Source: an optimization exercise on an open RTL-to-GDS flow (aim: small area, a short achievable clock period and few clock cycles). Production flows keep margins and buffers that such runs may drop.
Where RTL was checked, it was by simulation tests only, not by an equivalence proof against the original.
Only the layout flow was run in runs 1 to 5; the RTL was not checked for function there.
No activity file was given, so power comes from the tool's default toggle rates.

==> design.v <==
module fifo #(
	parameter DATA_WIDTH = 8,
	parameter FIFO_DEPTH = 8,
	parameter SWITCH     = 8
)
(
	input                       clk,
	input                       rst_n,
	input      [DATA_WIDTH-1:0] m0_data,
	input                       m0_valid,
	output                      m0_ready,
	input      [DATA_WIDTH-1:0] m1_data,
	input                       m1_valid,
	output                      m1_ready,
	output reg [DATA_WIDTH-1:0] odata,
	output reg                  ovalid,
	input                       oready
);
	localparam NQ = FIFO_DEPTH - 1;            
	localparam CW = $clog2(SWITCH);
	reg  [CW-1:0]         cnt;                 
	reg                   sel;                 
	reg                   m0_nrdy, m1_nrdy;    
	reg  [NQ:1]           qv;                  
	reg  [DATA_WIDTH-1:0] qd [1:NQ];
	assign m0_ready = ~m0_nrdy;
	assign m1_ready = ~m1_nrdy;
	wire full = m0_nrdy & m1_nrdy;             
	wire [DATA_WIDTH-1:0] in_d = sel ? m1_data : m0_data;
	wire acc  = (m0_valid & m0_ready) | (m1_valid & m1_ready);
	wire pop  = ovalid & oready;
	wire q_empty = ~|qv;
	wire h_load  = ~ovalid | oready;           
	wire [NQ:0] hole;
	assign hole[0] = ~ovalid;
	genvar j;
	generate
		for (j = 1; j <= NQ; j = j + 1) begin : g_hole
			assign hole[j] = hole[j-1] | ~qv[j];
		end
	endgenerate
	wire [NQ:0] allv = {qv, ovalid};
	reg one_hole;
	integer k;
	always @(*) begin
		one_hole = 1'b0;
		for (k = 0; k <= NQ; k = k + 1)
			one_hole = one_hole | (~allv[k] & (&(allv | ({{NQ{1'b0}}, 1'b1} << k))));
	end
	wire to_head = acc & q_empty & h_load;
	wire to_tail = acc & ~to_head;
	wire turn_end = acc & (cnt == SWITCH - 1);
	wire n_sel  = sel ^ turn_end;
	wire n_full = ~pop & (full | (one_hole & acc));
	always @(posedge clk) begin
		if (h_load) odata <= q_empty ? in_d : qd[1];
		if (hole[NQ]) qd[NQ] <= in_d;
	end
	generate
		for (j = 1; j < NQ; j = j + 1) begin : g_stage
			always @(posedge clk)
				if (hole[j]) qd[j] <= qd[j+1];
		end
	endgenerate
	reg [NQ:1] n_qv;
	always @(*) begin
		for (k = 1; k < NQ; k = k + 1)
			n_qv[k] = hole[k] ? qv[k+1] : qv[k];
		n_qv[NQ] = hole[NQ] ? to_tail : qv[NQ];
		if (~hole[1] & h_load) n_qv[1] = 1'b0;
	end
	always @(posedge clk or negedge rst_n) begin
		if (~rst_n) begin
			cnt      <= 0;
			sel      <= 1'b0;
			m0_nrdy  <= 1'b0;
			m1_nrdy  <= 1'b1;
			ovalid   <= 1'b0;
			qv       <= 0;
		end else begin
			if (acc) cnt <= (cnt == SWITCH - 1) ? 0 : cnt + 1'b1;
			sel      <= n_sel;
			m0_nrdy  <= n_full |  n_sel;
			m1_nrdy  <= n_full | ~n_sel;
			if (h_load) ovalid <= q_empty ? to_head : qv[1];
			qv       <= n_qv;
		end
	end
endmodule
module wr_interconnect #
(
    parameter DATA_WIDTH = 8,
    parameter ADDR_WIDTH = 16
)
(
	input         			clk,
	input         			rst_n,
	input  [ADDR_WIDTH-1:0] m0_awaddr,
	input         			m0_awvalid,
	output        			m0_awready,
	input  [DATA_WIDTH-1:0] m0_wdata,
	input         			m0_wvalid,
	output        			m0_wready,
	input  [ADDR_WIDTH-1:0] m1_awaddr,
	input         			m1_awvalid,
	output        			m1_awready,
	input  [DATA_WIDTH-1:0] m1_wdata,
	input         			m1_wvalid,
	output        			m1_wready,
	output [ADDR_WIDTH-1:0] mem_awaddr,
	output        			mem_awvalid,
	input         			mem_awready,
	output [DATA_WIDTH-1:0] mem_wdata,
	output        			mem_wvalid,
	input         			mem_wready
);
fifo #(.DATA_WIDTH(ADDR_WIDTH)) AWFIFO (.clk(clk), .rst_n(rst_n),
	.m0_data(m0_awaddr), .m0_valid(m0_awvalid), .m0_ready(m0_awready),
	.m1_data(m1_awaddr), .m1_valid(m1_awvalid), .m1_ready(m1_awready),
	.odata(mem_awaddr), .ovalid(mem_awvalid), .oready(mem_awready));
fifo #(.DATA_WIDTH(DATA_WIDTH)) WFIFO (.clk(clk), .rst_n(rst_n),
	.m0_data(m0_wdata), .m0_valid(m0_wvalid), .m0_ready(m0_wready),
	.m1_data(m1_wdata), .m1_valid(m1_wvalid), .m1_ready(m1_wready),
	.odata(mem_wdata), .ovalid(mem_wvalid), .oready(mem_wready));
endmodule
==> run.sh <==
#!/bin/bash
# synth_recipe.tcl (not shown) runs the flow's synth.tcl, then flattens the netlist and writes it again
# the make line also repeats each setting of config.mk as NAME=value (left out here)
make -C /OpenROAD-flow-scripts/flow DESIGN_CONFIG=/design/flow/config.mk WORK_HOME=/design/flow/orfs CLKGATE_MAP_FILE= SYNTH_SCRIPT=/design/flow/synth_recipe.tcl finish
==> config.mk <==
export PLATFORM = sky130hd
export DESIGN_NAME = wr_interconnect
export DESIGN_NICKNAME = wr_interconnect
export VERILOG_FILES = /design/flow/design.v
export SDC_FILE = /design/flow/constraint.sdc
export NUM_CORES = 4
export LEC_CHECK = 0
export CAP_MARGIN = 20
export CORE_MARGIN = 2
export CORE_UTILIZATION = 40
export CTS_BUF_LIST = sky130_fd_sc_hd__clkbuf_8 sky130_fd_sc_hd__clkbuf_16
export CTS_CLUSTER_DIAMETER = 80
export CTS_CLUSTER_SIZE = 24
export SETUP_SLACK_MARGIN = 3.0
export SLEW_MARGIN = 20
==> constraint.sdc <==
create_clock -name core_clock -period 5.0 [get_ports {clk}]
set_input_delay 1.0000 -clock core_clock [delete_from_list [all_inputs] [get_ports {clk}]]
set_output_delay 1.0000 -clock core_clock [all_outputs]
set_load 0.01 [all_outputs]
==> flow_summary.yaml, run 1 <==
cts:
  htree_levels: 1
  clkLatencyLatePin_ps: 480
  cts_hold_buf: 0
  clock_path_buffers: 3
  cts_buffers: 13
  clk_pin_slew_ps: 100
  cts_sinks: 220
  cts_tree: "built"
  cts.root.buffer_cell: "clkbuf_16"
critical_path:
  crit_slowest_cell: "dfstp_2"
  end_kind: "primary output"
  path_class: "reg2out"
  cp_max_fo: 2
  crit_arrival_ps: 1170
  crit_cells: 2
  cp_slowest_stage_delay_ps: 560
  critPathLaunchType: "register"
  crit_buf_inv: 2
  ff2ff_path_depth: 2
  crit_path_cell_trace: "inv_2, buf_6"
  cp_top_family: "flip-flops"
  worst_ep_required_time_ps: 4000
detailed_routing:
  postRouteAntennaNets: 0
  avgViaCountPerCell: 4.685
  vias: 3589
  drc: 0
  wl_um: 12470
  drt_iter0_drc: 160
  dr.pass1.iters: 4
  post_drt_wl_per_cell_um: 16.28
grt:
  busiest_layer: "met2"
  grt.overflow.total: 0
  grt_pass1_vias: 3624
  grt_use_total_pct: 12.21
  met1_usage_pct: 17.01
  grt_max_degree: 29
  grt_pass1_wl_um: 19290
  grt_util_met3_pct: 1.766
  groute.layer.met2.usage_pct: 20.48
  antenna_found_initial: 0
sta:
  period_share_pct: 43.45
  period_needed_ps: 2173
  skew_ps: 23.82
  rsz0062_at_grt: "yes"
  layout_setup_ws_ps: 2827
  maxSlewViolCount: 0
  setup-violations-final: 0
  fin_tns_setup_ps: 0
  tightestPinTransition_ps: 789.4
  max_slew_margin_pct: 47.22
  max_freq_mhz: 460.3
  finalHoldViolCount: 0
synthesis:
  synth_seq_cells: 220
  synth_area_um2: 7809
  synthTopCellsByArea: "edfxtp_1 74%, dfrtp_1 8.3%, mux2_2 6.2%, mux2_4 1.7%, nand2b_1 0.80%"
  syn_area_per_cell_um2: 20.07
  synthDistinctLibCells: 41
  syn_nets: 449
  yosysTopAreaCell: "edfxtp_1"
  yosysWarnings: 4
  synthCells: 389
  yosysSeqAreaShare_pct: 82.84
  synth_top_cell_area_share_pct: 73.83
floorplanning:
  die-area_um2: 20660
  core-area_um2: 19330
  start_util_pct: 40.39
  ios: 86
  rows: 51
  die_w_um: 143.7
  die-height_um: 143.7
pwr:
  power_leakage_uw: 0.003535
  powerDensity_nw_per_um2: 592.5
  vdd_drop_max_v: 0.0002441
placed_design:
  place.gp.congestion: 0.7464
  port_buffers: 85
  place_ws_ps: 2413
  dp_hpwl_um: 8527
  dpl_cell_area_um2: 8942
  dp_cells: 731
layout:
  nNetsFinal: 554
  antenna_cells: 0
  drive_gt1_share_pct: 26.55
  area_growth_syn_to_layout_pct: 19.85
  final_cells: 766
  postLayoutCoreUtil_pct: 48.40
  stdcell_area_um2: 9359
flow_run:
  cap_violations: 0
worst_hold_path:
  whs_path_depth: 0
  hold_class: "reg2reg"
outcome:
  outcome: "complete, no violations"
[worst reg2reg max path: cells and delay by family, from the launching register on]
kind	cells	cell delay, ps
multiplexers	2	750
flip-flops	1	860
[per-stage QoR]
step                hold slack [ps]  total power, uW
floorplan                     400.3             4025
global placement              400.8             4483
detailed placement            404.5             4556
CTS                           415.0             5565
global route                  420.2             5864
finish                        408.4             5545
[layout by cell type (no fill, tap or decap), drive strengths merged, types with 2 or more instances in the layout]
cell and instances:
nor4 2, buf 43, dlygate4sd2 2, inv 15
o21ai 9, nor2 6, mux2 52, dfstp 2
clkbuf 15, edfxtp 192, nand3 7, dfrtp 26
o311ai 2, a21oi 5, or2 3, xnor2 3
nand4 3, nand2 17, nor3 3, clkinvlp 2
and3 5, maj3 2, clkdlybuf4s50 53, ha 4
nor2b 6, nand2b 10
[synthesized netlist by cell type]
cell type and n:
a21o_1 1, a21oi_1 5, a311o_1 1, a31oi_1 1, a41o_1 1, a41oi_1 1, and3_1 5, buf_2 4
buf_6 3, clkbuf_1 2, dfrtp_1 26, dfstp_2 2, edfxtp_1 192, ha_1 4, inv_1 10, maj3_1 2
mux2_2 43, mux2_4 9, mux2i_1 1, nand2_1 16, nand2_4 1, nand2b_1 10, nand3_1 7, nand3b_1 1
nand4_1 3, nor2_1 6, nor2b_1 6, nor3_1 2, nor3_2 1, nor4_1 1, nor4_4 1, o2111ai_1 1
o21a_1 1, o21ai_0 8, o21ai_1 1, o311ai_0 2, or2_1 1, or2_2 2, or4_1 1, xnor2_1 3
xor2_1 1
[per-layer routing]
metal / up-vias / routed length [um]
met3: 18 / 518
met2: 85 / 5928
met5: - / 0
met1: 1788 / 5806
li1: 1698 / -
met4: 0 / 221
[power by group]
part           total, uW  switching (uW)  internal, uW
Clock               1060             560           502
Sequential          3390             372          3020
Combinational       1090             532           557
[worst paths after layout]
check	startpoint	endpoint	slack, ps
max in group asynchronous	rst_n	WFIFO.m1_nrdy	3770
worst max-delay path	AWFIFO.m1_nrdy	m1_awready	2830
worst min-delay path	AWFIFO.qd[6][1]	AWFIFO.qd[5][1]	410
worst max register to register	AWFIFO.sel	AWFIFO.odata[13]	3130
min in group asynchronous	rst_n	AWFIFO.qv[7]	910
worst min register to register	AWFIFO.qd[6][1]	AWFIFO.qd[5][1]	410
[sequential cells by signal (all words and copies together), names as in the netlist, 3 cells and up]
register / count
AWFIFO.qv: 7
WFIFO.qd: 56
AWFIFO.odata: 16
WFIFO.odata: 8
WFIFO.qv: 7
AWFIFO.cnt: 3
AWFIFO.qd: 112
WFIFO.cnt: 3
[what timing repair did]
item	in CTS	in global routing
gates resized for setup	128	9
pin swaps	3	0
endpoints found under the setup margin	100	47
buffers inserted	7	6
[cells by family after synthesis]
family / synth area share (%)
AOI/OAI and AO/OA: 1.875
xor gates and xnor gates: 0.4487
adders and majority gates: 0.8973
buffers and inverters: 1.266
DFF: 82.84
muxes: 8.060
and+or+nand+nor: 4.615
[final cells by class]
class | count | area, um2
inverter | 10 | 41.29
sequential | 220 | 6471
multi-input combinational | 150 | 1274
tap | 265 | 331.6
timing repair buffer | 99 | 853.3
clock buffer | 14 | 339.1
fill | 1648 | 9976
clock inverter | 8 | 48.80
==> inputs of run 2 (changes only) <==
==> flow/run.sh (new file) <==
#!/bin/bash
# The standard ORFS layout (the standard.sh) with a few knobs the flow
# settings do not reach:
#  - port buffers are plain buffers instead of the delay cell buffer_ports picks;
#  - repair may swap a cell for one of another footprint;
#  - CTS uses larger sink clusters and no dummy loads.
set -euo pipefail
bash standard.sh \
  MATCH_CELL_FOOTPRINT=0 \
  "BUFFER_PORTS_ARGS=-buffer_cell sky130_fd_sc_hd__buf_2" \
  finish > flow_standard.log 2>&1
==> standard.sh (new file) <==
#!/bin/bash
# synth_recipe.tcl (not shown) runs the flow's synth.tcl, then flattens the netlist and writes it again
# the make line also repeats each setting of config.mk as NAME=value (left out here)
make -C /OpenROAD-flow-scripts/flow DESIGN_CONFIG=/design/flow/config.mk WORK_HOME=/design/flow/orfs CLKGATE_MAP_FILE= SYNTH_SCRIPT=/design/flow/synth_recipe.tcl "${@:-finish}"
--- a/config.mk
+++ b/config.mk
@@ -9,7 +9,7 @@
 export CORE_MARGIN = 2
 export CORE_UTILIZATION = 40
-export CTS_BUF_LIST = sky130_fd_sc_hd__clkbuf_8 sky130_fd_sc_hd__clkbuf_16
-export CTS_CLUSTER_DIAMETER = 80
-export CTS_CLUSTER_SIZE = 24
+export CTS_BUF_LIST = sky130_fd_sc_hd__clkbuf_4 sky130_fd_sc_hd__clkbuf_8 sky130_fd_sc_hd__clkbuf_16
+export CTS_CLUSTER_DIAMETER = 100
+export CTS_CLUSTER_SIZE = 30
 export SETUP_SLACK_MARGIN = 3.0
 export SLEW_MARGIN = 20
removed: run.sh
==> run 2 against run 1 <==
  * Highest routed layer unchanged
  * Flip-flop and latch count is the same
  * Global-route usage down 0.58 points
  * Synthesized cell count unchanged
  * Power is 2.8% lower
  * Die area unchanged
  * Non-clock buffer count decreased by 4
  * Critical endpoint unchanged
==> flow_summary.yaml, run 2 <==
grt:
  antenna_found_initial: 0
  grt_pass1_vias: 3449
  grt_use_total_pct: 11.63
  grt_max_degree: 32
  grt.overflow.total: 0
  grt_pass1_wl_um: 18270
cts:
  cts_sinks: 220
  clock_path_buffers: 3
  cts_buffers: 11
  htree_levels: 1
  clkLatencyLatePin_ps: 460
  cts_hold_buf: 0
  clk_pin_slew_ps: 110
  cts.root.buffer_cell: "clkbuf_16"
  cts_tree: "built"
detailed_routing:
  wl_um: 11970
  drt_iter0_drc: 203
  drc: 0
  vias: 3518
  avgViaCountPerCell: 4.647
  post_drt_wl_per_cell_um: 15.81
  postRouteAntennaNets: 0
  dr.pass1.iters: 4
critical_path:
  reg2reg_setup_slack_ps: 3150
  ff2ff_path_depth: 2
  crit_arrival_ps: 1160
  rr_endpoint: "AWFIFO.odata[8]"
  crit_end: "m1_awready"
  path_class: "reg2out"
  worst_ep_required_time_ps: 4000
  critPathLaunchType: "register"
  rr_startpoint: "AWFIFO.sel"
  crit_start: "AWFIFO.m1_nrdy"
  cp_max_fo: 2
  end_kind: "primary output"
synthesis:
  synthDistinctLibCells: 41
  synth_seq_cells: 220
  synthTopCellsByArea: "edfxtp_1 74%, dfrtp_1 8.3%, mux2_2 6.2%, mux2_4 1.7%, nand2b_1 0.80%"
  yosysTopAreaCell: "edfxtp_1"
  synth_area_um2: 7809
  yosysSeqAreaShare_pct: 82.84
  synthArstFlopShare_pct: 12.73
  syn_area_per_cell_um2: 20.07
  yosysWarnings: 4
  syn_nets: 449
  synthTopCellsByCount: "192 x edfxtp_1, 43 x mux2_2, 26 x dfrtp_1, 16 x nand2_1"
  synth_top_cell_area_share_pct: 73.83
  synth_enable_flop_cells: 192
  yosysMostFrequentCell: "edfxtp_1"
  yosys_most_used_dff: "edfxtp_1"
  synthCells: 389
layout:
  regMostFlops: "AWFIFO.qd"
  top_regs: "AWFIFO.qd: 112 flops, WFIFO.qd: 56 flops, AWFIFO.odata: 16 flops"
  final_common_cell: "edfxtp_1"
  ff_latch_area_um2: 6471
  multi_input_area_um2: 1246
  layout_common_cells: "192 x edfxtp_1, 81 x buf_2, 43 x mux2_2"
  nNetsFinal: 548
  largest_register_ffs: 112
  fill_cells: 1649
  drive_gt1_share_pct: 35.98
  antenna_cells: 0
  area_growth_syn_to_layout_pct: 14.55
floorplanning:
  core-area_um2: 19330
  rows: 51
  die_w_um: 143.7
  die-height_um: 143.7
  start_util_pct: 40.39
  ios: 86
  die-area_um2: 20660
sta:
  skew_ps: 20.04
  rsz0062_at_grt: "yes"
  tightestPinTransition_ps: 852.9
  fin_tns_setup_ps: 0
  max_slew_margin_pct: 42.98
  maxSlewViolCount: 0
  period_needed_ps: 2163
  layout_setup_ws_ps: 2837
  setup-violations-final: 0
  finalHoldViolCount: 0
  max_freq_mhz: 462.3
  period_share_pct: 43.26
pwr:
  power_uw: 5389
  power_leakage_uw: 0.003460
  vdd_drop_max_v: 0.0003071
  powerDensity_nw_per_um2: 602.4
placed_design:
  port_buffers: 85
  dp_hpwl_um: 8286
  place_ws_ps: 2606
  place.gp.congestion: 0.7450
outcome:
  outcome: "complete, no violations"
worst_hold_path:
  hold_class: "reg2reg"
flow_run:
  cap_violations: 0
run 2: changes by cell type in the layout (fill, tap and decap cells not counted), sizes merged:
cell,change
clkbuf,+1
dlygate4sd2,-2
clkinv,-1
clkinvlp,-2
inv,-4
clkdlybuf4s50,-53
buf,+52
run 2: how the worst min path moves through the flow:
stage	slack (ps)	cells past startpoint	startpoint	to
after floorplan	400	0	AWFIFO.qd[2][0]	AWFIFO.qd[1][0]
after global placement	400	0	AWFIFO.qd[2][9]	AWFIFO.qd[1][9]
after detailed placement	400	0	AWFIFO.qd[2][13]	AWFIFO.qd[1][13]
after CTS	410	0	WFIFO.qd[6][3]	WFIFO.qd[5][3]
after global routing	410	0	WFIFO.qd[6][3]	WFIFO.qd[5][3]
final	420	0	WFIFO.qd[6][3]	WFIFO.qd[5][3]
run 2: repair_timing:
item | 4_1_cts | 5_1_grt
buffers inserted | 10 | 0
setup endpoints to repair | 80 | 28
pin swaps | 2 | 0
resized for setup | 5 | 4
run 2: layer usage:
layer  vias up  GRT usage (%)  routed length (um)
met5         -              0                   0
met4         0          2.683                 182
met3        15          1.766                 520
met2       102          19.50                5758
met1      1724          16.15                5510
li1       1677              -                   -
run 2: logic make-up (layout without fill, tap and decap cells):
kind of cell,after synthesis,after routing,synth area share [%]
flip-flops,220,220,82.84
buffers and inverters,19,122,1.266
XOR/XNOR,4,4,0.4487
adder cells (fa/ha/maj),6,6,0.8973
multiplexers,53,53,8.060
AO/OA/AOI/OAI,23,23,1.875
AND/OR/NAND/NOR,64,64,4.615
run 2: power by group:
group | internal (uW) | switching, uW | total [uW] | leakage, uW
Combinational | 506 | 532 | 1040 | 0.000958
Sequential | 3020 | 349 | 3370 | 0.00233
Clock | 452 | 532 | 984 | 0.000168
Total | 3980 | 1410 | 5390 | 0.00346
run 2: area by class of cell:
type / count / area share [%]
inverters: 10 / 0.4196
repair buffers: 95 / 5.875
multi-input cells: 150 / 13.93
flip-flops and latches: 220 / 72.35
clock buffers: 16 / 3.497
clock inverters: 1 / 0.2238
well taps: 265 / 3.707
run 2: worst max-delay path, cell delays in order, from the launching register on:
cell	delay, ps
dfstp_2	560
inv_2	40
buf_6	110
run 2: through the flow:
step | hold slack (ps) | std cells | instance area (um2) | utilization [%]
final | 417.0 | 757 | 8945 | 46.26
after global placement | 400.4 | 730 | 8509 | 44.01
after global routing | 414.8 | 757 | 8945 | 46.26
after CTS | 413.0 | 757 | 8932 | 46.20
after floorplan | 400.3 | 389 | 7814 | -
after detailed placement | 404.5 | 730 | 8509 | 44.01
==> inputs of run 3 (changes only) <==
--- a/design.v
+++ b/design.v
@@ -12,5 +12,5 @@
 	input      [DATA_WIDTH-1:0] m1_data,
 	input                       m1_valid,
-	output                      m1_ready,
+	output reg                  m1_ready,
 	output reg [DATA_WIDTH-1:0] odata,
 	output reg                  ovalid,
@@ -21,10 +21,9 @@
 	reg  [CW-1:0]         cnt;                 
 	reg                   sel;                 
-	reg                   m0_nrdy, m1_nrdy;    
+	reg                   m0_nrdy;             
 	reg  [NQ:1]           qv;                  
 	reg  [DATA_WIDTH-1:0] qd [1:NQ];
 	assign m0_ready = ~m0_nrdy;
-	assign m1_ready = ~m1_nrdy;
-	wire full = m0_nrdy & m1_nrdy;             
+	wire full = m0_nrdy & ~m1_ready;             
 	wire [DATA_WIDTH-1:0] in_d = sel ? m1_data : m0_data;
 	wire acc  = (m0_valid & m0_ready) | (m1_valid & m1_ready);
@@ -75,5 +74,5 @@
 			sel      <= 1'b0;
 			m0_nrdy  <= 1'b0;
-			m1_nrdy  <= 1'b1;
+			m1_ready <= 1'b0;
 			ovalid   <= 1'b0;
 			qv       <= 0;
@@ -82,5 +81,5 @@
 			sel      <= n_sel;
 			m0_nrdy  <= n_full |  n_sel;
-			m1_nrdy  <= n_full | ~n_sel;
+			m1_ready <= ~n_full & n_sel;
 			if (h_load) ovalid <= q_empty ? to_head : qv[1];
 			qv       <= n_qv;
==> run 3 against run 2 <==
  * Clock power is essentially flat
  * Combinational power grew 4%
  * Clock-buffer cell count is the same
  * Sequential share of layout area grew 0.22 points
  * Power grew 3.3%
  * Highest routed layer unchanged
==> flow_summary.yaml, run 3 <==
outcome:
  outcome: "complete, no violations"
detailed_routing:
  wl_um: 12280
  dr.pass1.iters: 4
  postRouteAntennaNets: 0
  avgViaCountPerCell: 4.794
  drc: 0
  drt_iter0_drc: 214
  vias: 3648
  post_drt_wl_per_cell_um: 16.14
worst_hold_path:
  whs_path_depth: 0
  hold_class: "reg2reg"
  hold_start: "WFIFO.qd[3][6]"
synthesis:
  synth_enable_flop_cells: 192
  muxShareOfSynthArea_pct: 7.377
  yosys.area_share.simple_pct: 4.356
  yosysSeqAreaShare_pct: 83.06
  yosysWarnings: 4
  synth_top_family_by_area: "multiplexers"
  synthCells: 394
  synth_xor_area_share_pct: 0.5625
  syn_nets: 454
  synth_seq_cells: 220
  synth_top_cell_area_share_pct: 74.06
  synth_compound_area_share_pct: 2.636
  yosysTopAreaCell: "edfxtp_1"
  synth-adder-area-share_pct: 0.6429
  yosys_most_used_dff: "edfxtp_1"
  synth_area_um2: 7785
  syn_area_per_cell_um2: 19.76
  synthTopCellsByArea: "edfxtp_1 74%, dfrtp_1 9.0%, mux2_2 7.4%, nand2b_1 0.96%, nand2_1 0.82%"
  yosysMostFrequentCell: "edfxtp_1"
  synthDistinctLibCells: 45
  synthArstFlopShare_pct: 12.73
  synthTopCellsByCount: "192 x edfxtp_1, 51 x mux2_2, 28 x dfrtp_1, 17 x nand2_1"
critical_path:
  cp_max_fo: 1
  crit_arrival_ps: 1070
  critPathLaunchType: "register"
  end_kind: "primary output"
  worst_ep_required_time_ps: 4000
  path_class: "reg2out"
  ff2ff_path_depth: 3
  crit_cells: 1
  crit_path_cell_trace: "buf_2"
  cp_top_family: "flip-flops"
  crit_buf_inv: 1
  crit_slowest_cell: "edfxtp_1"
  crit_start: "WFIFO.odata[4]"
  cp_slowest_stage_delay_ps: 440
  rr_startpoint: "AWFIFO.qv[1]"
grt:
  antenna_found_initial: 0
  grt_max_degree: 32
  grt_pass1_wl_um: 18600
  grt.overflow.total: 0
  grt_use_total_pct: 11.86
  grt_pass1_vias: 3498
pwr:
  p_switching_uw: 1489
  vdd_drop_max_v: 0.0002473
  power_leakage_uw: 0.003404
  internal_power_uw: 4079
  seqPwrFrac_pct: 62.9
  comb_power_share_pct: 19.4
  powerDensity_nw_per_um2: 624.4
  p_clk_share_pct: 17.7
  switching_share_pct: 26.74
layout:
  nNetsFinal: 552
  antenna_cells: 0
  regMostFlops: "AWFIFO.qd"
  final_cells: 761
  layout_common_cells: "192 x edfxtp_1, 83 x buf_2, 51 x mux2_2"
  top_regs: "AWFIFO.qd: 112 flops, WFIFO.qd: 56 flops, AWFIFO.odata: 16 flops"
  postLayoutCoreUtil_pct: 46.27
  final_common_cell: "edfxtp_1"
  largest_register_ffs: 112
  area_growth_syn_to_layout_pct: 14.53
  drive_gt1_share_pct: 35.48
placed_design:
  place.gp.congestion: 0.8127
  dp_hpwl_um: 8233
  dp_cells: 734
  port_buffers: 85
floorplanning:
  rows: 51
  die_w_um: 143.5
  die-area_um2: 20590
  core-area_um2: 19270
  die-height_um: 143.5
  start_util_pct: 40.40
  ios: 86
cts:
  cts_sinks: 220
  htree_levels: 1
  clkLatencyLatePin_ps: 460
  clk_pin_slew_ps: 100
  cts_buffers: 11
  cts_tree: "built"
  clock_path_buffers: 3
  cts.root.buffer_cell: "clkbuf_16"
sta:
  tightestPinTransition_ps: 835.9
  max_freq_mhz: 483.2
  period_share_pct: 41.39
  max_slew_margin_pct: 44.14
  setup-violations-final: 0
  rsz0062_at_grt: "yes"
  fin_tns_setup_ps: 0
  finalHoldViolCount: 0
  skew_ps: 19.58
  maxSlewViolCount: 0
  period_needed_ps: 2069
flow_run:
  cap_violations: 0
[run 3: changes by cell type in the layout (fill, tap and decap cells not counted), sizes merged, moves of 3 or more]
cell   previous run  this run
o21ai             9         6
and2              0         3
nor3              3         6
nor2              6         3
nor2b             6         1
[run 3: kinds of logic (layout without fill, tap and decap cells)]
kind of cell,count (synthesis),in the layout
xor gates and xnor gates,5,5
muxes,51,51
and+or+nand+nor,63,63
buffers and inverters,22,124
adders and majority gates,4,4
DFF,220,220
AOI/OAI and AO/OA,29,29
[run 3: metal layers]
layer  global-route usage, %  part of all wire, %  wire length [um]
met1                   16.18                   44              5456
met5                       0                    0                 0
met2                   19.92                   48              5921
met4                   3.767                  3.2               397
met3                   1.533                  4.1               505
[run 3: area by class of cell]
class,count,area (um2)
Clock buffer,16,312.8
Clock inverter,1,20.02
Fill cell,1687,10350
Inverter,12,48.80
Multi-Input combinational cell,152,1220
Sequential cell,220,6470
Tap cell,265,331.6
Timing Repair Buffer,95,513.0
[run 3: repair_timing]
action,CTS,global route
resized for setup,4,5
setup endpoints to repair,22,79
hold buffers,0,0
pin swaps,0,1
buffers inserted,7,3
[run 3: path summary, 6_finish.rpt]
kind / slack (ps) / endpoint
max: 2930 / mem_wdata[4]
min: 430 / WFIFO.qd[2][6]
max reg2reg: 3150 / AWFIFO.odata[2]
min reg2reg: 430 / WFIFO.qd[2][6]
max in group asynchronous: 3980 / AWFIFO.ovalid
min in group asynchronous: 550 / WFIFO.qv[6]
[run 3: metrics by stage]
stage,cell area [um2],total power (uW),hold WS (ps),worst slack [ps]
4_1_cts,8876,5624,429.6,2916
2_1_floorplan,7785,4138,400.3,3001
3_5_place_dp,8481,4588,404.5,2760
6_report,8916,5567,425.4,2931
5_1_grt,8916,5883,432.3,2900
3_3_place_gp,8481,4505,400.5,2815
[run 3: power by group through the flow]
stage / Clock (uW) / Sequential (uW) / Combinational, uW
final: 984 / 3500 / 1080
after global routing: 1080 / 3610 / 1200
after CTS: 1020 / 3520 / 1080
after detailed placement: 0 / 3570 / 1020
after global placement: 0 / 3510 / 991
after floorplan: 0 / 3440 / 699
==> inputs of run 4 (changes only) <==
==> flow/run.sh (replaced) <==
#!/bin/bash
set -euo pipefail
bash standard.sh MATCH_CELL_FOOTPRINT=0 "BUFFER_PORTS_ARGS=-buffer_cell sky130_fd_sc_hd__buf_2" "CTS_ARGS=-sink_clustering_enable -repair_clock_nets -dont_use_dummy_load -sink_clustering_size 30 -sink_clustering_max_diameter 100 -buf_list sky130_fd_sc_hd__clkbuf_16" finish > flow_standard.log 2>&1
==> run 4 against run 3 <==
  * Die area did not move
  * Clock power fell by 8.5%
  * Global-route usage barely moved
  * Critical path depth did not move
  * Register-to-register slack barely moved
  * Highest routed layer unchanged
==> flow_summary.yaml, run 4 <==
outcome:
  outcome: "complete, no violations"
grt:
  grt_pass1_wl_um: 18550
  grt.overflow.total: 0
  grt_max_degree: 31
  grt_use_total_pct: 11.82
  grt_pass1_vias: 3490
  antenna_found_initial: 0
critical_path:
  rr_startpoint: "AWFIFO.qv[1]"
  cp_slowest_stage_delay_ps: 440
  cp_max_fo: 1
  crit_path_cell_trace: "buf_2"
  crit_buf_inv: 1
  worst_ep_required_time_ps: 4000
  crit_start: "WFIFO.odata[4]"
  path_class: "reg2out"
  crit_slowest_cell: "edfxtp_1"
  end_kind: "primary output"
  crit_arrival_ps: 1070
  critPathLaunchType: "register"
  cp_top_family: "flip-flops"
detailed_routing:
  postRouteAntennaNets: 0
  dr.pass1.iters: 5
  avgViaCountPerCell: 4.817
  drc: 0
  post_drt_wl_per_cell_um: 16.32
  wl_um: 12310
  drt_iter0_drc: 204
  vias: 3632
synthesis:
  syn_area_per_cell_um2: 19.76
  synth_top_cell_area_share_pct: 74.06
  synthTopCellsByCount: "192 x edfxtp_1, 51 x mux2_2, 28 x dfrtp_1, 17 x nand2_1"
  synthArstFlopShare_pct: 12.73
  synth_enable_flop_cells: 192
  synthDistinctLibCells: 45
  yosysTopAreaCell: "edfxtp_1"
  synth_area_um2: 7785
  syn_nets: 454
  yosysMostFrequentCell: "edfxtp_1"
  synthCells: 394
  yosysWarnings: 4
  yosys_most_used_dff: "edfxtp_1"
  synth_seq_cells: 220
  synthTopCellsByArea: "edfxtp_1 74%, dfrtp_1 9.0%, mux2_2 7.4%, nand2b_1 0.96%, nand2_1 0.82%"
  yosysSeqAreaShare_pct: 83.06
cts:
  cts.root.buffer_cell: "clkbuf_16"
  cts_buffers: 11
  cts_hold_buf: 0
  cts_sinks: 220
  clkLatencyLatePin_ps: 460
  cts_tree: "built"
  clk_pin_slew_ps: 110
  htree_levels: 1
  clock_path_buffers: 3
pwr:
  powerDensity_nw_per_um2: 619.2
  vdd_drop_max_v: 0.0002477
  power_leakage_uw: 0.003366
sta:
  tightestPinTransition_ps: 845.2
  skew_ps: 42.50
  finalHoldViolCount: 0
  period_share_pct: 41.33
  fin_tns_setup_ps: 0
  period_needed_ps: 2066
  max_freq_mhz: 483.9
  max_slew_margin_pct: 43.52
  rsz0062_at_grt: "yes"
  maxSlewViolCount: 0
  setup-violations-final: 0
floorplanning:
  die_w_um: 143.5
  die-height_um: 143.5
  rows: 51
  start_util_pct: 40.40
  die-area_um2: 20590
  core-area_um2: 19270
  ios: 86
worst_hold_path:
  hold_class: "reg2reg"
  hold_start: "AWFIFO.qd[4][2]"
placed_design:
  place.gp.congestion: 0.8127
  dpl_cell_area_um2: 8481
  port_buffers: 85
  dp_hpwl_um: 8233
layout:
  layout_common_cells: "192 x edfxtp_1, 83 x buf_2, 51 x mux2_2"
  top_regs: "AWFIFO.qd: 112 flops, WFIFO.qd: 56 flops, AWFIFO.odata: 16 flops"
  stdcell_area_um2: 8851
  antenna_cells: 0
  area_growth_syn_to_layout_pct: 13.69
  drive_gt1_share_pct: 34.56
  final_common_cell: "edfxtp_1"
  largest_register_ffs: 112
  nNetsFinal: 551
  fill_cells: 1688
  regMostFlops: "AWFIFO.qd"
  postLayoutCoreUtil_pct: 45.93
flow_run:
  cap_violations: 0
-- run 4: cell count changes in the layout (fill, tap and decap cells not counted) --
cell,change
inv_16,-1
buf_4,-1
clkbuf_4,-5
-- run 4: metal layers --
layer | wire [um] | vias to the layer above | global-route usage [%]
met1 | 5517 | 1830 | 16.07
met5 | 0 | - | 0
met2 | 5969 | 87 | 19.92
met3 | 433 | 24 | 1.533
li1 | - | 1691 | -
met4 | 388 | 0 | 3.767
-- run 4: report_power, final --
group	switching, uW	internal [uW]
Clock	502	398
Combinational	602	473
Sequential	355	3150
-- run 4: cell families after synthesis --
logic type	count (synthesis)	share of synthesized area (%)
compound gates	29	2.636
xor+xnor	5	0.5626
fa+ha+maj	4	0.6429
buf+inv	22	1.366
flops	220	83.06
mux	51	7.377
simple gates	63	4.356
-- run 4: cell type report --
| type | count | area (um2) | area share (%) |
|---|---|---|---|
| timing repair buffer | 94 | 505.5 | 5.711 |
| multi-input combinational | 152 | 1220 | 13.78 |
| clock buffer | 11 | 275.3 | 3.110 |
| inverter | 12 | 48.80 | 0.5513 |
| tap | 265 | 331.6 | 3.746 |
| sequential | 220 | 6470 | 73.10 |
-- run 4: worst paths after layout --
path | to | slack [ps] | cells after the start
max in group asynchronous | AWFIFO.cnt[2] | 3970 | 1
hold / removal | AWFIFO.qd[3][2] | 430 | 0
min in group asynchronous | WFIFO.sel | 550 | 1
setup reg to reg | AWFIFO.odata[2] | 3150 | 3
hold reg to reg | AWFIFO.qd[3][2] | 430 | 0
setup / recovery | mem_wdata[4] | 2930 | 1
-- run 4: what timing repair did --
action / in CTS / in global routing
buffers inserted: 6 / 3
pin swaps: 0 / 1
gates resized for setup: 4 / 5
hold endpoints to repair: 0 / 0
endpoints found under the setup margin: 22 / 80
-- run 4: through the flow --
stage	hold slack [ps]	worst slack (ps)	std cells	power, uW
finish	426.0	2934	754	5481
global route	431.5	2903	754	5788
CTS	429.8	2919	751	5531
detailed placement	404.5	2760	734	4588
global placement	400.5	2815	734	4505
floorplan	400.3	3001	394	4138
-- run 4: worst register-to-register path, cell delays in order, from the launching register on --
cell and delay, ps:
dfrtp_1 460, nor4_1 370, nand2_2 370, mux2_2 410
==> inputs of run 5 (changes only) <==
--- a/config.mk
+++ b/config.mk
@@ -6,4 +6,5 @@
 export NUM_CORES = 4
 export LEC_CHECK = 0
+export ABC_CLOCK_PERIOD_IN_PS = 1000
 export CAP_MARGIN = 20
 export CORE_MARGIN = 2
==> run 5 against run 4 <==
  * Clock power about the same
  * Core utilization unchanged
  * Clock skew unchanged
  * Cell count unchanged
==> flow_summary.yaml, run 5 <==
layout:
  stdcell_area_um2: 8851
  top_regs: "AWFIFO.qd: 112 flops, WFIFO.qd: 56 flops, AWFIFO.odata: 16 flops"
  layout_common_cells: "192 x edfxtp_1, 83 x buf_2, 51 x mux2_2"
  nNetsFinal: 551
  regMostFlops: "AWFIFO.qd"
  largest_register_ffs: 112
  final_common_cell: "edfxtp_1"
  drive_gt1_share_pct: 34.56
  area_growth_syn_to_layout_pct: 13.69
  antenna_cells: 0
critical_path:
  crit_arrival_ps: 1070
  crit_slowest_cell: "edfxtp_1"
  path_class: "reg2out"
  end_kind: "primary output"
  critPathLaunchType: "register"
  cp_max_fo: 1
  crit_path_cell_trace: "buf_2"
  worst_ep_required_time_ps: 4000
  crit_buf_inv: 1
  reg2reg_setup_slack_ps: 3150
  cp_top_family: "flip-flops"
  cp_slowest_stage_delay_ps: 440
synthesis:
  syn_nets: 454
  synthDistinctLibCells: 45
  yosysWarnings: 4
  synth_top_cell_area_share_pct: 74.06
  synthArstFlopShare_pct: 12.73
  synth_seq_cells: 220
  syn_area_per_cell_um2: 19.76
  synthTopCellsByCount: "192 x edfxtp_1, 51 x mux2_2, 28 x dfrtp_1, 17 x nand2_1"
  yosys_most_used_dff: "edfxtp_1"
  synth_enable_flop_cells: 192
  synthTopCellsByArea: "edfxtp_1 74%, dfrtp_1 9.0%, mux2_2 7.4%, nand2b_1 0.96%, nand2_1 0.82%"
  synth_area_um2: 7785
  synthCells: 394
  yosysMostFrequentCell: "edfxtp_1"
  yosysSeqAreaShare_pct: 83.06
  yosysTopAreaCell: "edfxtp_1"
placed_design:
  port_buffers: 85
  place.gp.congestion: 0.8127
  dp_hpwl_um: 8233
  dpl_cell_area_um2: 8481
sta:
  maxSlewViolCount: 0
  period_share_pct: 41.33
  fin_tns_setup_ps: 0
  max_slew_margin_pct: 43.52
  finalHoldViolCount: 0
  skew_ps: 42.50
  setup-violations-final: 0
  max_freq_mhz: 483.9
  rsz0062_at_grt: "yes"
  period_needed_ps: 2066
  tightestPinTransition_ps: 845.2
grt:
  grt_pass1_wl_um: 18550
  grt.overflow.total: 0
  grt_max_degree: 31
  grt_pass1_vias: 3490
  grt_use_total_pct: 11.82
  antenna_found_initial: 0
worst_hold_path:
  hold_class: "reg2reg"
pwr:
  powerDensity_nw_per_um2: 619.2
  internal_power_uw: 4021
  p_switching_uw: 1460
  comb_power_share_pct: 19.6
  switching_share_pct: 26.64
  power_leakage_uw: 0.003366
  p_clk_share_pct: 16.4
  seqPwrFrac_pct: 64.0
  vdd_drop_max_v: 0.0002477
cts:
  clock_path_buffers: 3
  cts.root.buffer_cell: "clkbuf_16"
  cts_tree: "built"
  clkLatencyLatePin_ps: 460
  clk_pin_slew_ps: 110
  cts_sinks: 220
  cts_hold_buf: 0
  cts_buffers: 11
  htree_levels: 1
detailed_routing:
  drc: 0
  drt_iter0_drc: 204
  met3_length_um: 433
  vias: 3632
  wl_met2_um: 5969
  topRoutingLayerUsed: "met4"
  post_drt_wl_per_cell_um: 16.32
  dr.pass1.iters: 5
  postRouteAntennaNets: 0
  wl_met1_um: 5517
  wl_um: 12310
  avgViaCountPerCell: 4.817
floorplanning:
  ios: 86
  die_w_um: 143.5
  die-height_um: 143.5
  core-area_um2: 19270
  start_util_pct: 40.40
  rows: 51
  die-area_um2: 20590
flow_run:
  cap_violations: 0
outcome:
  outcome: "complete, no violations"
run 5: what timing repair did:
action                                  CTS  global route
cloned                                    0             0
pin swaps                                 0             1
resized for setup                         4             5
endpoints found under the setup margin   22            80
setup buffers                             6             3
run 5: area by class of cell:
class	count	area, um2
Multi-Input combinational cell	152	1220
Clock buffer	11	275.3
Fill cell	1688	10420
Tap cell	265	331.6
Timing Repair Buffer	94	505.5
Inverter	12	48.80
Sequential cell	220	6470
run 5: stage by stage:
| stage | total power [uW] | worst slack (ps) | utilization [%] | std cells | hold WS (ps) |
|---|---|---|---|---|---|
| global placement | 4505 | 2815 | 44.01 | 734 | 400.5 |
| finish | 5481 | 2934 | 45.93 | 754 | 426.0 |
| global route | 5788 | 2903 | 45.93 | 754 | 431.5 |
| CTS | 5531 | 2919 | 45.72 | 751 | 429.8 |
| detailed placement | 4588 | 2760 | 44.01 | 734 | 404.5 |
| floorplan | 4138 | 3001 | - | 394 | 400.3 |
run 5: final timing paths:
path                            startpoint              end  depth (start not counted)
max                         WFIFO.odata[4]     mem_wdata[4]                          1
min                        AWFIFO.qd[4][2]  AWFIFO.qd[3][2]                          0
max reg2reg                   AWFIFO.qv[1]  AWFIFO.odata[2]                          3
min reg2reg                AWFIFO.qd[4][2]  AWFIFO.qd[3][2]                          0
max in group asynchronous            rst_n    AWFIFO.cnt[2]                          1
min in group asynchronous            rst_n        WFIFO.sel                          1
run 5: worst register-to-register path, stage by stage, from the launching register on:
cell	delay, ps
dfrtp_1	460
nor4_1	370
nand2_2	370
mux2_2	410
run 5: metal layers:
layer / global-route usage (%) / vias to the layer above
met5: 0 / -
met4: 3.767 / 0
met3: 1.533 / 24
met2: 19.92 / 87
met1: 16.07 / 1830
li1: - / 1691
run 5: power by group through the flow:
| stage | Clock (uW) | Combinational, uW | Sequential (uW) |
|---|---|---|---|
| 6_report | 900 | 1080 | 3510 |
| 5_1_grt | 989 | 1190 | 3610 |
| 4_1_cts | 935 | 1080 | 3520 |
| 3_5_place_dp | 0 | 1020 | 3570 |
| 3_3_place_gp | 0 | 991 | 3510 |
| 2_1_floorplan | 0 | 699 | 3440 |
run 5: cell families (layout without fill, tap and decap cells):
logic type / after synthesis / after routing / synth area share, %
flip-flops: 220 / 220 / 83.06
AND/OR/NAND/NOR: 63 / 63 / 4.356
multiplexers: 51 / 51 / 7.377
AO/OA/AOI/OAI: 29 / 29 / 2.636
buffers and inverters: 22 / 117 / 1.366
XOR/XNOR: 5 / 5 / 0.5626
adder cells (fa/ha/maj): 4 / 4 / 0.6429
==> inputs of run 6 (changes only) <==
--- a/design.v
+++ b/design.v
@@ -23,4 +23,5 @@
 	reg                   m0_nrdy;             
 	reg  [NQ:1]           qv;                  
+	reg                   q_empty;             
 	reg  [DATA_WIDTH-1:0] qd [1:NQ];
 	assign m0_ready = ~m0_nrdy;
@@ -29,15 +30,13 @@
 	wire acc  = (m0_valid & m0_ready) | (m1_valid & m1_ready);
 	wire pop  = ovalid & oready;
-	wire q_empty = ~|qv;
 	wire h_load  = ~ovalid | oready;           
+	wire [NQ:0] allv = {qv, ovalid};
 	wire [NQ:0] hole;
-	assign hole[0] = ~ovalid;
 	genvar j;
 	generate
-		for (j = 1; j <= NQ; j = j + 1) begin : g_hole
-			assign hole[j] = hole[j-1] | ~qv[j];
+		for (j = 0; j <= NQ; j = j + 1) begin : g_hole
+			assign hole[j] = ~&allv[j:0];
 		end
 	endgenerate
-	wire [NQ:0] allv = {qv, ovalid};
 	reg one_hole;
 	integer k;
@@ -49,7 +48,11 @@
 	wire to_head = acc & q_empty & h_load;
 	wire to_tail = acc & ~to_head;
-	wire turn_end = acc & (cnt == SWITCH - 1);
-	wire n_sel  = sel ^ turn_end;
-	wire n_full = ~pop & (full | (one_hole & acc));
+	wire sel_acc = sel ^ (cnt == SWITCH - 1);     
+	wire ful_acc = full | one_hole;               
+	wire n_m0_nrdy = acc ? (pop ? sel_acc : (sel_acc | ful_acc))
+	                     : (pop ? sel     : (sel     | full));
+	wire n_m1_rdy  = acc ? (pop ? sel_acc : (sel_acc & ~ful_acc))
+	                     : (pop ? sel     : (sel     & ~full));
+	wire n_sel     = acc ? sel_acc : sel;
 	always @(posedge clk) begin
 		if (h_load) odata <= q_empty ? in_d : qd[1];
@@ -77,9 +80,11 @@
 			ovalid   <= 1'b0;
 			qv       <= 0;
+			q_empty  <= 1'b1;
 		end else begin
 			if (acc) cnt <= (cnt == SWITCH - 1) ? 0 : cnt + 1'b1;
 			sel      <= n_sel;
-			m0_nrdy  <= n_full |  n_sel;
-			m1_ready <= ~n_full & n_sel;
+			m0_nrdy  <= n_m0_nrdy;
+			m1_ready <= n_m1_rdy;
+			q_empty  <= ~|n_qv;
 			if (h_load) ovalid <= q_empty ? to_head : qv[1];
 			qv       <= n_qv;
==> flow/run.sh (replaced) <==
#!/bin/bash
set -euo pipefail
bash standard.sh MATCH_CELL_FOOTPRINT=0 "BUFFER_PORTS_ARGS=-buffer_cell sky130_fd_sc_hd__buf_1" "CTS_ARGS=-sink_clustering_enable -repair_clock_nets -dont_use_dummy_load -sink_clustering_size 30 -sink_clustering_max_diameter 100 -buf_list sky130_fd_sc_hd__clkbuf_16" finish > flow_standard.log 2>&1
--- a/config.mk
+++ b/config.mk
@@ -6,5 +6,4 @@
 export NUM_CORES = 4
 export LEC_CHECK = 0
-export ABC_CLOCK_PERIOD_IN_PS = 1000
 export CAP_MARGIN = 20
 export CORE_MARGIN = 2
==> run 6 against run 5 <==
  * Final area increased by 0.11%
  * Die area grew 0.47%
  * Clock skew decreased by 3.6 ps
  * Sequential power decreased by 3%
  * Critical path depth is the same
  * Synthesized cell count shrank 1.3%
  * Routed wire length is 1.5% lower
  * Core utilization down 0.10 points
  * Still clean
  * Cell count shrank 0.53%
==> flow_summary.yaml, run 6 <==
outcome:
  outcome: "complete, no violations"
placed_design:
  dp_hpwl_um: 8480
  port_buffers: 85
  dpl_cell_area_um2: 8449
  place_ws_ps: 2546
  dp_cells: 731
  place.gp.congestion: 0.7608
pwr:
  power_leakage_uw: 0.003177
  vdd_drop_max_v: 0.0003409
  seqPwrFrac_pct: 63.9
  p_switching_uw: 1418
  powerDensity_nw_per_um2: 605.2
  comb_power_share_pct: 19.4
  internal_power_uw: 3944
  switching_share_pct: 26.45
  p_clk_share_pct: 16.8
grt:
  grt_pass1_vias: 3416
  grt_max_degree: 31
  grt.overflow.total: 0
  grt_use_total_pct: 11.95
  antenna_found_initial: 0
  grt_pass1_wl_um: 18650
synthesis:
  yosysTopAreaCell: "edfxtp_1"
  yosys_most_used_dff: "edfxtp_1"
  synthTopCellsByCount: "192 x edfxtp_1, 53 x mux2_2, 28 x dfrtp_1, 23 x nand2_1, 10 x nand2b_1"
  synth_area_um2: 7823
  synth_enable_flop_cells: 192
  synthTopCellsByArea: "edfxtp_1 74%, dfrtp_1 9.0%, mux2_2 7.6%, nand2_1 1.1%, nand2b_1 0.80%"
  yosysWarnings: 4
  synthDistinctLibCells: 42
  synthArstFlopShare_pct: 13.51
  synth_seq_cells: 222
  syn_nets: 449
  synthCells: 389
  syn_area_per_cell_um2: 20.11
  yosysMostFrequentCell: "edfxtp_1"
  synth_top_cell_area_share_pct: 73.70
  yosysSeqAreaShare_pct: 83.33
sta:
  max_slew_margin_pct: 40.59
  fin_tns_setup_ps: 0
  max_freq_mhz: 490.9
  finalHoldViolCount: 0
  layout_setup_ws_ps: 2963
  tightestPinTransition_ps: 891.2
  maxSlewViolCount: 0
  skew_ps: 38.90
  rsz0062_at_grt: "yes"
  period_needed_ps: 2037
  setup-violations-final: 0
  period_share_pct: 40.74
critical_path:
  crit_slowest_cell: "dfrtp_2"
  crit_arrival_ps: 1040
  cp_slowest_stage_delay_ps: 450
  worst_ep_required_time_ps: 4000
  crit_buf_inv: 1
  crit_path_cell_trace: "buf_6"
  path_class: "reg2out"
  end_kind: "primary output"
  critPathLaunchType: "register"
  cp_max_fo: 2
  cp_top_family: "flip-flops"
flow_run:
  cap_violations: 0
layout:
  final_common_cell: "edfxtp_1"
  postLayoutCoreUtil_pct: 45.83
  nNetsFinal: 547
  largest_register_ffs: 112
  area_growth_syn_to_layout_pct: 13.28
  drive_gt1_share_pct: 24.95
  antenna_cells: 0
  fill_cells: 1672
  layout_common_cells: "192 x edfxtp_1, 57 x buf_1, 53 x mux2_2"
  stdcell_area_um2: 8861
  top_regs: "AWFIFO.qd: 112 flops, WFIFO.qd: 56 flops, AWFIFO.odata: 16 flops"
  regMostFlops: "AWFIFO.qd"
  final_cells: 750
floorplanning:
  die-height_um: 143.8
  core-area_um2: 19330
  rows: 51
  ios: 86
  start_util_pct: 40.46
  die_w_um: 143.8
  die-area_um2: 20690
cts:
  clk_pin_slew_ps: 110
  clkLatencyLatePin_ps: 460
  cts.root.buffer_cell: "clkbuf_16"
  clock_path_buffers: 3
  htree_levels: 1
  cts_tree: "built"
  cts_buffers: 11
  cts_sinks: 222
  cts_hold_buf: 0
worst_hold_path:
  hold_class: "reg2reg"
detailed_routing:
  drt_iter0_drc: 178
  avgViaCountPerCell: 4.733
  post_drt_wl_per_cell_um: 16.16
  wl_um: 12120
  vias: 3550
  dr.pass1.iters: 4
  postRouteAntennaNets: 0
  drc: 0
## run 6: kinds of logic (layout without fill, tap and decap cells)
family,count (synthesis),after routing,share of synthesized area (%)
AO/OA/AOI/OAI,21,21,2.079
XOR/XNOR,7,7,0.7838
adder cells (fa/ha/maj),4,4,0.6398
buffers and inverters,16,112,0.8796
flip-flops,222,222,83.33
multiplexers,54,54,7.757
AND/OR/NAND/NOR,65,65,4.527
## run 6: power by group through the flow
stage	logic, uW	clock network, uW	registers (uW)
2_1_floorplan	657	0	3360
3_3_place_gp	901	0	3440
3_5_place_dp	932	0	3490
4_1_cts	1010	947	3440
5_1_grt	1150	996	3530
6_report	1040	899	3420
## run 6: repair_timing
| action | CTS | global route |
|---|---|---|
| pin swaps | 0 | 0 |
| gates resized for setup | 25 | 19 |
| setup buffers | 4 | 4 |
| hold endpoints to repair | 0 | 0 |
| setup endpoints to repair | 63 | 28 |
## run 6: final timing paths
kind / startpoint / endpoint / slack, ps / cells past startpoint
max in group asynchronous: rst_n / AWFIFO.ovalid / 3850 / 1
min reg2reg: AWFIFO.qd[7][10] / AWFIFO.qd[6][10] / 390 / 0
min: AWFIFO.qd[7][10] / AWFIFO.qd[6][10] / 390 / 0
max: WFIFO.ovalid / mem_wvalid / 2960 / 1
max reg2reg: AWFIFO.sel / AWFIFO.odata[3] / 3110 / 2
min in group asynchronous: rst_n / WFIFO.qv[6] / 590 / 1
## run 6: layout make-up
| class | count | area, um2 | area share, % |
|---|---|---|---|
| repair buffers | 93 | 432.9 | 4.886 |
| flip-flops and latches | 222 | 6521 | 73.59 |
| well taps | 265 | 331.6 | 3.742 |
| clock buffers | 11 | 275.3 | 3.106 |
| inverters | 8 | 33.78 | 0.3812 |
| multi-input cells | 151 | 1266 | 14.29 |
## run 6: per-stage QoR
| step | hold slack [ps] | total power [uW] |
|---|---|---|
| after floorplan | 400.3 | 4014 |
| after global placement | 400.5 | 4340 |
| after detailed placement | 404.5 | 4420 |
| after CTS | 395.0 | 5401 |
| after global routing | 388.4 | 5670 |
| final | 387.8 | 5362 |
## run 6: metal layers
metal	vias to the layer above	GRT usage [%]	wire [um]
li1	1682	-	-
met1	1771	16.94	5464
met2	81	19.57	5987
met3	16	2.066	487
met4	0	2.477	183
met5	-	0	0
Testbench counts of run 6, summed over its fixed seeds: cycles 1,032.
==> inputs of run 7 (changes only) <==
--- a/config.mk
+++ b/config.mk
@@ -8,8 +8,9 @@
 export CAP_MARGIN = 20
 export CORE_MARGIN = 2
-export CORE_UTILIZATION = 40
+export CORE_UTILIZATION = 65
 export CTS_BUF_LIST = sky130_fd_sc_hd__clkbuf_4 sky130_fd_sc_hd__clkbuf_8 sky130_fd_sc_hd__clkbuf_16
 export CTS_CLUSTER_DIAMETER = 100
 export CTS_CLUSTER_SIZE = 30
+export PLACE_DENSITY = 0.75
 export SETUP_SLACK_MARGIN = 3.0
 export SLEW_MARGIN = 20
==> run 7 against run 6 <==
  * Still clean on timing, DRC and antenna
  * Via count is 0.39% higher
  * Synthesized cell count stayed put
  * Power is 0.48% lower
  * Global-route usage is 6.3 points higher
  * Critical path depth is 1 higher
  * Flip-flop and latch count stayed put
  * First-iteration DRC count is 57% higher
  * Combinational power hardly changed
  * Routed wire length is 4.9% lower
  * Area after synthesis stayed put
  * Critical path type unchanged
  * Largest cell class unchanged
==> flow_summary.yaml, run 7 <==
layout:
  antenna_cells: 0
  drive_gt1_share_pct: 22.89
  area_growth_syn_to_layout_pct: 11.23
  ff_latch_area_um2: 6520
  largest_register_ffs: 112
  fill_cells: 691
  top_regs: "AWFIFO.qd: 112 flops, WFIFO.qd: 56 flops, AWFIFO.odata: 16 flops"
  postLayoutCoreUtil_pct: 73.35
  final_common_cell: "edfxtp_1"
  stdcell_area_um2: 8701
  multi_input_area_um2: 1266
  nNetsFinal: 547
  regMostFlops: "AWFIFO.qd"
  layout_common_cells: "192 x edfxtp_1, 66 x buf_1, 53 x mux2_2"
critical_path:
  rr_endpoint: "AWFIFO.odata[3]"
  worst_ep_required_time_ps: 4000
  cp_slowest_stage_delay_ps: 400
  reg2reg_setup_slack_ps: 3090
  rr_startpoint: "AWFIFO.sel"
  crit_start: "WFIFO.m0_nrdy"
  crit_arrival_ps: 1040
  ff2ff_path_depth: 2
  crit_path_cell_trace: "inv_2, buf_6"
  end_kind: "primary output"
  crit_end: "m0_wready"
  critPathLaunchType: "register"
  cp_max_fo: 3
  path_class: "reg2out"
  crit_slowest_cell: "dfrtp_1"
detailed_routing:
  vias: 3564
  dr.pass1.iters: 4
  drc: 0
  avgViaCountPerCell: 5.639
  post_drt_wl_per_cell_um: 18.25
  postRouteAntennaNets: 0
  drt_iter0_drc: 279
  wl_um: 11540
synthesis:
  yosysSeqAreaShare_pct: 83.33
  syn_area_per_cell_um2: 20.11
  synthDistinctLibCells: 42
  yosysWarnings: 4
  synthCells: 389
  syn_nets: 449
  yosysTopAreaCell: "edfxtp_1"
  synth_seq_cells: 222
  synth_top_cell_area_share_pct: 73.70
  synth_compound_area_share_pct: 2.079
  synth_area_um2: 7823
  synthTopCellsByCount: "192 x edfxtp_1, 53 x mux2_2, 28 x dfrtp_1, 23 x nand2_1, 10 x nand2b_1"
  synth_xor_area_share_pct: 0.7837
  yosys_most_used_dff: "edfxtp_1"
  synthArstFlopShare_pct: 13.51
  yosys.area_share.simple_pct: 4.527
  synth_enable_flop_cells: 192
  synth-adder-area-share_pct: 0.6398
  muxShareOfSynthArea_pct: 7.758
  synthTopCellsByArea: "edfxtp_1 74%, dfrtp_1 9.0%, mux2_2 7.6%, nand2_1 1.1%, nand2b_1 0.80%"
  synth_top_family_by_area: "multiplexers"
  yosysMostFrequentCell: "edfxtp_1"
sta:
  period_needed_ps: 2036
  max_slew_margin_pct: 43.66
  fin_tns_setup_ps: 0
  tightestPinTransition_ps: 845.1
  setup-violations-final: 0
  period_share_pct: 40.72
  max_freq_mhz: 491.1
  finalHoldViolCount: 0
  maxSlewViolCount: 0
  skew_ps: 42.19
  hold-worst-slack_ps: 374.8
  rsz0062_at_grt: "yes"
cts:
  clock_path_buffers: 3
  clkLatencyLatePin_ps: 450
  cts_buffers: 11
  cts.root.buffer_cell: "clkbuf_16"
  clk_pin_slew_ps: 100
  htree_levels: 1
  cts_tree: "built"
  cts_hold_buf: 0
  cts_sinks: 222
grt:
  antenna_found_initial: 0
  grt_pass1_vias: 3496
  grt_pass1_wl_um: 18020
  grt.overflow.total: 0
  grt_use_total_pct: 18.22
  grt_max_degree: 31
worst_hold_path:
  hold_class: "reg2reg"
  hold_start: "WFIFO.qd[6][3]"
floorplanning:
  die_w_um: 113.7
  die-height_um: 113.7
  ios: 86
  die-area_um2: 12930
  rows: 40
  core-area_um2: 11860
  start_util_pct: 65.95
outcome:
  outcome: "complete, no violations"
placed_design:
  place.gp.congestion: 0.8109
  dpl_cell_area_um2: 8308
  port_buffers: 85
  dp_hpwl_um: 8040
pwr:
  power_leakage_uw: 0.003152
  power_uw: 5337
  vdd_drop_max_v: 0.0003640
  powerDensity_nw_per_um2: 613.3
flow_run:
  cap_violations: 0
run 7: cell count changes in the layout (fill, tap and decap cells not counted), sizes merged:
| cell | delta |
|---|---|
| clkbuf | -7 |
| buf | +7 |
run 7: how the worst min path moves through the flow:
stage | end | slack (ps) | cells past startpoint
6_report | WFIFO.qd[5][3] | 370 | 0
4_1_cts | WFIFO.qd[5][3] | 380 | 0
3_3_place_gp | WFIFO.qd[4][7] | 400 | 0
3_5_place_dp | AWFIFO.qd[1][0] | 400 | 0
2_1_floorplan | AWFIFO.qd[1][0] | 400 | 0
5_1_grt | WFIFO.qd[4][7] | 390 | 0
run 7: critical path, delay by kind of cell, from the launching register on:
kind,cells,cell delay (ps)
buffers and inverters,2,180
flip-flops,1,400
run 7: through the flow:
step	setup slack (ps)	std cells
after floorplan	2922	389
after global placement	2673	614
after detailed placement	2573	614
after CTS	2953	631
after global routing	2905	632
final	2964	632
run 7: final cells by class:
class / instances / share of cell area [%]
inverters: 8 / 0.3883
flip-flops and latches: 222 / 74.94
clock buffers: 11 / 3.164
multi-input cells: 151 / 14.55
repair buffers: 93 / 4.846
well taps: 147 / 2.114
run 7: what timing repair did:
action	4_1_cts	5_1_grt
endpoints found under the setup margin	59	21
setup buffers	6	1
hold endpoints to repair	0	0
cloned	0	0
resized for setup	17	16
run 7: layer usage:
| layer | up-vias | GRT usage, % | part of all wire [%] |
|---|---|---|---|
| li1 | 1683 | - | - |
| met4 | 0 | 4.797 | 1.7 |
| met3 | 16 | 2.657 | 3.5 |
| met1 | 1789 | 26.07 | 45 |
| met5 | - | 0 | 0 |
| met2 | 76 | 30.30 | 50 |
run 7: cells by family (layout without fill, tap and decap cells):
family	after synthesis	count (layout)
flip-flops	222	222
AND/OR/NAND/NOR	65	65
multiplexers	54	54
AO/OA/AOI/OAI	21	21
buffers and inverters	16	112
XOR/XNOR	7	7
adder cells (fa/ha/maj)	4	4
run 7: where the power goes:
part,switching [uW],internal [uW],total [uW]
registers,367,3060,3430
clock network,491,397,889
logic,547,474,1020
==> inputs of run 8 (changes only) <==
--- a/config.mk
+++ b/config.mk
@@ -8,9 +8,8 @@
 export CAP_MARGIN = 20
 export CORE_MARGIN = 2
-export CORE_UTILIZATION = 65
+export CORE_UTILIZATION = 40
 export CTS_BUF_LIST = sky130_fd_sc_hd__clkbuf_4 sky130_fd_sc_hd__clkbuf_8 sky130_fd_sc_hd__clkbuf_16
 export CTS_CLUSTER_DIAMETER = 100
 export CTS_CLUSTER_SIZE = 30
-export PLACE_DENSITY = 0.75
-export SETUP_SLACK_MARGIN = 3.0
+export SETUP_SLACK_MARGIN = 3.3
 export SLEW_MARGIN = 20
==> run 8 against run 7 <==
  * Critical endpoint is now mem_awvalid
  * Sequential share of layout area down 3.7 points
  * Largest power group unchanged
  * Non-clock buffer count up 14
  * Final area up 5.3%
  * Critical path depth down 1
  * Highest routed layer unchanged
  * Clock power up 2.5%
  * Routed wire length up 15%
==> flow_summary.yaml, run 8 <==
outcome:
  outcome: "complete, no violations"
layout:
  layout_common_cells: "192 x edfxtp_1, 55 x buf_1, 53 x mux2_2"
  area_growth_syn_to_layout_pct: 17.08
  postLayoutCoreUtil_pct: 47.37
  top_regs: "AWFIFO.qd: 112 flops, WFIFO.qd: 56 flops, AWFIFO.odata: 16 flops"
  regMostFlops: "AWFIFO.qd"
  final_cells: 767
  stdcell_area_um2: 9159
  antenna_cells: 0
  drive_gt1_share_pct: 31.08
  largest_register_ffs: 112
  final_common_cell: "edfxtp_1"
  nNetsFinal: 564
critical_path:
  crit_slowest_cell: "dfrtp_2"
  end_kind: "primary output"
  cp_top_family: "flip-flops"
  path_class: "reg2out"
  ff2ff_path_depth: 7
  crit_path_cell_trace: "buf_6"
  rr_endpoint: "AWFIFO.qd[5][15]"
  crit_buf_inv: 1
  critPathLaunchType: "register"
  worst_ep_required_time_ps: 4000
  crit_arrival_ps: 1030
  cp_max_fo: 3
  rr_startpoint: "AWFIFO.ovalid"
  cp_slowest_stage_delay_ps: 440
  reg2reg_setup_slack_ps: 3160
cts:
  cts.root.buffer_cell: "clkbuf_16"
  clk_pin_slew_ps: 110
  cts_hold_buf: 0
  clock_path_buffers: 3
  clkLatencyLatePin_ps: 460
  cts_tree: "built"
  cts_sinks: 222
  cts_buffers: 11
  htree_levels: 1
pwr:
  powerDensity_nw_per_um2: 605.6
  vdd_drop_max_v: 0.0003133
  p_switching_uw: 1525
  seqPwrFrac_pct: 62.4
  comb_power_share_pct: 21.2
  p_clk_share_pct: 16.4
  power_leakage_uw: 0.003282
  switching_share_pct: 27.49
  internal_power_uw: 4022
sta:
  maxSlewViolCount: 0
  period_needed_ps: 2031
  max_slew_margin_pct: 46.86
  fin_tns_setup_ps: 0
  skew_ps: 33.12
  hold-worst-slack_ps: 405.9
  setup-violations-final: 0
  max_freq_mhz: 492.3
  period_share_pct: 40.62
  tightestPinTransition_ps: 797.1
  finalHoldViolCount: 0
  rsz0062_at_grt: "yes"
placed_design:
  dp_hpwl_um: 8292
  dp_cells: 731
  dpl_cell_area_um2: 8517
  port_buffers: 85
  place.gp.congestion: 0.7508
synthesis:
  yosys_most_used_dff: "edfxtp_1"
  synthCells: 389
  syn_area_per_cell_um2: 20.11
  synthArstFlopShare_pct: 13.51
  yosysTopAreaCell: "edfxtp_1"
  yosysWarnings: 4
  synthTopCellsByArea: "edfxtp_1 74%, dfrtp_1 9.0%, mux2_2 7.6%, nand2_1 1.1%, nand2b_1 0.80%"
  synthTopCellsByCount: "192 x edfxtp_1, 53 x mux2_2, 28 x dfrtp_1, 23 x nand2_1, 10 x nand2b_1"
  synth_enable_flop_cells: 192
  synthDistinctLibCells: 42
  syn_nets: 449
  yosysSeqAreaShare_pct: 83.33
  synth_area_um2: 7823
  yosysMostFrequentCell: "edfxtp_1"
  synth_seq_cells: 222
  synth_top_cell_area_share_pct: 73.70
grt:
  grt_max_degree: 31
  antenna_found_initial: 0
  grt.overflow.total: 0
  grt_pass1_vias: 3662
  grt_use_total_pct: 12.46
  grt_pass1_wl_um: 19500
flow_run:
  cap_violations: 0
floorplanning:
  die-height_um: 143.8
  ios: 86
  start_util_pct: 40.46
  die-area_um2: 20690
  die_w_um: 143.8
  core-area_um2: 19330
  rows: 51
detailed_routing:
  wl_um: 13240
  dr.pass1.iters: 4
  postRouteAntennaNets: 0
  avgViaCountPerCell: 4.883
  drt_iter0_drc: 191
  post_drt_wl_per_cell_um: 17.26
  drc: 0
  vias: 3745
worst_hold_path:
  hold_class: "reg2reg"
  whs_path_depth: 0
  worst_hold_path.endpoint: "AWFIFO.qd[2][8]"
  hold_start: "AWFIFO.qd[3][8]"
==> run 8: per-stage QoR <==
stage          power [uW]  setup WS (ps)
2_1_floorplan        4048           3111
5_1_grt              5834           2936
3_3_place_gp         4388           2827
6_report             5547           2969
4_1_cts              5496           2931
3_5_place_dp         4471           2744
==> run 8: worst max-delay path by stage <==
stage | start | end | cells past startpoint
after CTS | AWFIFO.ovalid | mem_awvalid | 1
after global placement | AWFIFO.ovalid | AWFIFO.qd[5][0] | 4
after detailed placement | AWFIFO.ovalid | AWFIFO.qd[5][5] | 4
after floorplan | mem_awready | AWFIFO.m1_ready | 5
after global routing | AWFIFO.ovalid | mem_awvalid | 1
final | AWFIFO.ovalid | mem_awvalid | 1
==> run 8: area by class of cell <==
| type | instances | area (um2) |
|---|---|---|
| Fill cell | 1615 | 10180 |
| Sequential cell | 222 | 6528 |
| Clock buffer | 11 | 275.3 |
| Timing Repair Buffer | 107 | 573.1 |
| Tap cell | 265 | 331.6 |
| Inverter | 8 | 37.54 |
| Multi-Input combinational cell | 154 | 1414 |
==> run 8: power groups by stage <==
stage	logic, uW	clock network (uW)	registers, uW
floorplan	686	0	3360
CTS	1090	945	3460
global route	1280	1010	3550
global placement	933	0	3450
detailed placement	964	0	3510
finish	1170	911	3460
==> run 8: metal layers <==
metal / global-route usage, % / wire length [um]
met4: 2.322 / 260
met5: 0 / 0
met1: 16.36 / 5833
met2: 22.36 / 6673
met3: 1.699 / 470
==> run 8: cell families after synthesis <==
group,count (synthesis),share of synthesized area [%]
simple gates,65,4.527
xor+xnor,7,0.7838
compound gates,21,2.079
flops,222,83.33
mux,54,7.757
fa+ha+maj,4,0.6398
buf+inv,16,0.8796
==> run 8: what timing repair did <==
action / in CTS / in global routing
buffers inserted: 12 / 10
pin swaps: 0 / 2
endpoints found under the setup margin: 159 / 91
gates cloned: 1 / 2
resized for setup: 32 / 27

==> afterwards: timing with drivers on the ports <==
Ports are ideal in the flow. The routed layouts listed here were re-timed in OpenROAD. Step 1, drivers: a clkbuf_16 drives clk and a buf_2 each remaining input, both assumed. Step 2, shift: input delay + t, output delay - t, t = (earliest + latest rising clock arrival at the registers) / 2. This alone moves slack from input paths to output paths. Slacks: no drivers / after step 1 / after step 2; pairs: no drivers / after step 1.
run	t (ns)	slack for setup (ns)	worst hold slack (ns)	worst data-port slew with drivers (ns)	cell pins on the clock port's net
run 1	0.502	2.827 / 2.789 / 2.635	0.408 / 0.408 / 0.408	0.04	1
run 2	0.485	2.837 / 2.799 / 2.809	0.417 / 0.417 / 0.417	0.04	1
run 3	0.492	2.931 / 2.892 / 2.711	0.425 / 0.425 / 0.425	0.03	1
run 4	0.479	2.934 / 2.896 / 2.712	0.426 / 0.426 / 0.426	0.03	1
run 5	0.479	2.934 / 2.896 / 2.712	0.426 / 0.426 / 0.426	0.03	1
run 6	0.481	2.963 / 2.924 / 2.701	0.388 / 0.388 / 0.388	0.04	1
run 7	0.477	2.964 / 2.927 / 2.742	0.375 / 0.375 / 0.375	0.03	1
run 8	0.487	2.969 / 2.929 / 2.891	0.406 / 0.406 / 0.406	0.03	1
After both steps setup and hold are still met in every run listed. The setup slack of run 6, which loses most, moves by -0.039 ns with the drivers and by -0.262 ns with both steps.
